This design comes from an exercise in tuning for small area on the open sky130 flow, not from production work. In this exercise RTL edits were held to simulation tests only and were not proved equivalent to the original. Power is estimated from default activity; no workload was simulated.

## whackamole_top
module whackamole_top (
input        Clk100MHz,
input        BtnC, BtnU, BtnL, BtnR, BtnD,
output       Ld0, Ld1, Ld2, Ld3, Ld4,
input        Sw0, Sw1, Sw2, Sw3, Sw4, Sw5, Sw6, Sw7, Sw8,
output       hSync,
output       vSync,
output [3:0] vgaR,
output [3:0] vgaG,
output [3:0] vgaB,
output [6:0] GameScore
);
For scale: ~580 cells after synthesis.
export LEC_CHECK = 0
export CAP_MARGIN = 20
export CORE_MARGIN = 2
export CORE_UTILIZATION = 60
export SLEW_MARGIN = 20
create_clock -name core_clock -period 10.0 [get_ports {Clk100MHz}]
standard.sh (not shown) runs the stock make flow with config.mk's settings and CLKGATE_MAP_FILE= SYNTH_SCRIPT=/design/flow/synth_recipe.tcl, a recipe that flattens the netlist after the stock synthesis.
==> flow/flow/run.sh <==
#!/bin/bash
# Layout flow: the standard synthesis, then an area re-mapping of the
# combinational logic between the (untouched) flip-flops, proved equivalent
# to the standard netlist, then the standard layout steps.
set -euo pipefail
W=$PWD
F=$W/flow
R=$W/orfs/results/${FLOW_PLATFORM}/whackamole_top/base
LIB=$FLOW_HOME/platforms/${FLOW_PLATFORM}/lib/sky130_fd_sc_hd__tt_025C_1v80.lib
YOSYS=$(command -v yosys || echo "$FLOW_HOME/../tools/install/yosys/bin/yosys")
DEEP_T=${DEEP_T:-480}

# 1. standard synthesis
bash standard.sh synth > $W/synth_standard.log 2>&1
cp $R/1_2_yosys.v $W/synth_standard.v

# 2. re-map the combinational logic for area (flip-flops are kept as they are)
DU=$(sed 's/^/-dont_use /' $F/dont_use.txt | tr '\n' ' ')
sed "s/@T@/$DEEP_T/" $F/deep.abc > $W/deep.abc
cat > $W/reopt.ys <<EOS
read_liberty -ignore_miss_func $LIB
read_verilog $W/synth_standard.v
hierarchy -top $FLOW_TOP
blackbox sky130_fd_sc_hd__df*
flatten
opt_clean -purge
abc -liberty $LIB $DU -script $W/deep.abc
opt_clean -purge
hilomap -singleton -hicell sky130_fd_sc_hd__conb_1 HI -locell sky130_fd_sc_hd__conb_1 LO
insbuf -buf sky130_fd_sc_hd__buf_1 A X
tee -o $W/reopt_stat.txt stat -liberty $LIB
write_verilog -noattr -nohex -nodec $W/synth_reopt.v
EOS
ok=0
if $YOSYS -s $W/reopt.ys > $W/reopt.log 2>&1; then
  # 3. prove the re-mapped netlist equivalent to the standard one
  cat > $W/equiv.ys <<EOS
read_liberty -ignore_miss_func $LIB
read_verilog $W/synth_standard.v
rename $FLOW_TOP gold
read_verilog $W/synth_reopt.v
rename $FLOW_TOP gate
flatten gold gate
rename -hide gold/w:_* gate/w:_*
opt_clean
async2sync
equiv_make gold gate equiv
hierarchy -top equiv
equiv_simple -seq 2
equiv_induct
equiv_status -assert
EOS
  if $YOSYS -s $W/equiv.ys > $W/equiv.log 2>&1; then ok=1; fi
fi
if [[ $ok == 1 ]]; then
  echo "using the re-mapped netlist"
  cp $W/synth_reopt.v $R/1_2_yosys.v
  rm -f $R/1_synth.odb $R/1_synth.sdc
else
  echo "re-mapping failed or not proven; keeping the standard netlist"
fi

export BUFFER_PORTS_ARGS="-buffer_cell sky130_fd_sc_hd__buf_1"
cts_args() { echo "-sink_clustering_enable -repair_clock_nets -dont_use_dummy_load -buf_list sky130_fd_sc_hd__$1"; }
export CTS_ARGS="$(cts_args clkbuf_4)"
bash standard.sh finish > $W/layout.log 2>&1

cat > $W/clkslew.tcl <<EOS
read_db $R/6_final.odb
read_liberty $LIB
read_sdc $R/6_final.sdc
read_spef $R/6_final.spef
set_propagated_clock [all_clocks]
set mx 0
foreach pin [all_registers -clock_pins -edge_triggered] {
  foreach edge {rise fall} { foreach a {min max} {
    set mx [expr {max(\$mx, [sta::time_ui_sta [get_property \$pin slew_\${a}_\$edge]] * 1e12)}]
  } }
}
puts "CLKSLEW \$mx"
EOS
slew=$(openroad -no_init -exit $W/clkslew.tcl 2>&1 | tee $W/clkslew.log | awk '/^CLKSLEW/ {print $2}')
echo "clock pin slew with clkbuf_4: ${slew:-unknown} ps"
if [[ -z "$slew" ]] || awk -v s="$slew" 'BEGIN { exit !(s > 120) }'; then
  echo "redoing the clock tree with clkbuf_8"
  mkdir -p $W/first_try
  cp $R/6_final.v $W/first_try/ 2>/dev/null || true
  rm -f $R/4_* $R/5_* $R/6_* $R/updated_clks.sdc $R/route.guide
  export CTS_ARGS="$(cts_args clkbuf_8)"
  bash standard.sh finish > $W/layout_clkbuf8.log 2>&1
fi
==> flow/flow/deep.abc <==
strash
&get -n
&deepsyn -T @T@
&put
dch -f
map -a
topo
Other scripts of this flow, unchanged in this note and not shown: flow/flow/dont_use.txt
Next try:
--- a/flow/flow/run.sh
+++ b/flow/flow/run.sh
@@ -9,5 +9,6 @@
 LIB=$FLOW_HOME/platforms/${FLOW_PLATFORM}/lib/sky130_fd_sc_hd__tt_025C_1v80.lib
 YOSYS=$(command -v yosys || echo "$FLOW_HOME/../tools/install/yosys/bin/yosys")
-DEEP_T=${DEEP_T:-480}
+DEEP_T=${DEEP_T:-300}
+NSEED=${NSEED:-4}
 
 # 1. standard synthesis
@@ -15,8 +16,11 @@
 cp $R/1_2_yosys.v $W/synth_standard.v
 
-# 2. re-map the combinational logic for area (flip-flops are kept as they are)
+# 2. re-map the combinational logic for area (flip-flops are kept as they
+#    are), a few times in parallel with different seeds; each run's log is
+#    reopt_<seed>.log
 DU=$(sed 's/^/-dont_use /' $F/dont_use.txt | tr '\n' ' ')
-sed "s/@T@/$DEEP_T/" $F/deep.abc > $W/deep.abc
-cat > $W/reopt.ys <<EOS
+for s in $(seq 0 $((NSEED - 1))); do
+  sed "s/@T@/$DEEP_T/; s/@S@/$s/" $F/deep.abc > $W/deep_$s.abc
+  cat > $W/reopt_$s.ys <<EOS
 read_liberty -ignore_miss_func $LIB
 read_verilog $W/synth_standard.v
@@ -25,19 +29,27 @@
 flatten
 opt_clean -purge
-abc -liberty $LIB $DU -script $W/deep.abc
+abc -liberty $LIB $DU -script $W/deep_$s.abc
 opt_clean -purge
 hilomap -singleton -hicell sky130_fd_sc_hd__conb_1 HI -locell sky130_fd_sc_hd__conb_1 LO
 insbuf -buf sky130_fd_sc_hd__buf_1 A X
-tee -o $W/reopt_stat.txt stat -liberty $LIB
-write_verilog -noattr -nohex -nodec $W/synth_reopt.v
+tee -o $W/reopt_stat_$s.txt stat -liberty $LIB
+write_verilog -noattr -nohex -nodec $W/synth_reopt_$s.v
 EOS
+  $YOSYS -s $W/reopt_$s.ys > $W/reopt_$s.log 2>&1 &
+done
+wait || true
+
+# 3. take the smallest re-mapped netlist that is proved equivalent to the
+#    standard one (equiv_<seed>.log)
 ok=0
-if $YOSYS -s $W/reopt.ys > $W/reopt.log 2>&1; then
-  # 3. prove the re-mapped netlist equivalent to the standard one
-  cat > $W/equiv.ys <<EOS
+for s in $(for f in $W/reopt_stat_*.txt; do
+             a=$(awk '/Chip area for module/ {print $NF}' $f)
+             [[ -n "$a" ]] && echo "$a ${f##*_}"
+           done | sort -g | awk '{sub(/\.txt$/, "", $2); print $2}'); do
+  cat > $W/equiv_$s.ys <<EOS
 read_liberty -ignore_miss_func $LIB
 read_verilog $W/synth_standard.v
 rename $FLOW_TOP gold
-read_verilog $W/synth_reopt.v
+read_verilog $W/synth_reopt_$s.v
 rename $FLOW_TOP gate
 flatten gold gate
@@ -51,8 +63,9 @@
 equiv_status -assert
 EOS
-  if $YOSYS -s $W/equiv.ys > $W/equiv.log 2>&1; then ok=1; fi
-fi
+  if $YOSYS -s $W/equiv_$s.ys > $W/equiv_$s.log 2>&1; then ok=1; break; fi
+done
 if [[ $ok == 1 ]]; then
-  echo "using the re-mapped netlist"
+  echo "using the re-mapped netlist of seed $s"
+  cp $W/synth_reopt_$s.v $W/synth_reopt.v
   cp $W/synth_reopt.v $R/1_2_yosys.v
   rm -f $R/1_synth.odb $R/1_synth.sdc
==> flow/flow/deep.abc (replaced) <==
strash
&get -n
&deepsyn -T @T@ -S @S@
&put
dch -f
map -a
topo
- maximum frequency went down by 5.8%
- flip-flop and latch count does not change
- worst setup slack gets worse by 0.25 ns
- via count went down by 2.1%
- clock-buffer cell count is unchanged
- routed wire length went down by 2.8%
- synthesized area went down by 1.3%
- sequential power went down by about 3%
- total power went down by 7.1%
- cell area went down by about 1%
- first-iteration DRC count went up by about 33%

## port drivers added, routing unchanged
The results above use ideal ports. As a check the final layouts listed here were re-extracted and re-timed, cells and wires unchanged. Step 1, drivers: a clkbuf_16 drives Clk100MHz and a buf_2 each remaining input, both assumed. Step 2, shift: input delay + t, output delay - t, t = (earliest + latest rising clock arrival at the registers) / 2. This alone moves slack from input paths to output paths. Slacks: no drivers / after step 1 / after step 2; pairs: no drivers / after step 1.
run	shift t [ns]	slack for setup (ns)	worst setup path at the end	slew at the worst register clock pin (ns)	worst data-port slew with drivers (ns)
the first run	0.377	5.930 / 5.898 / 6.275	register to output	0.08 / 0.08	0.05
the second run	0.371	5.681 / 5.650 / 6.021	register to output	0.08 / 0.08	0.03
After both steps every run listed still meets setup and hold.
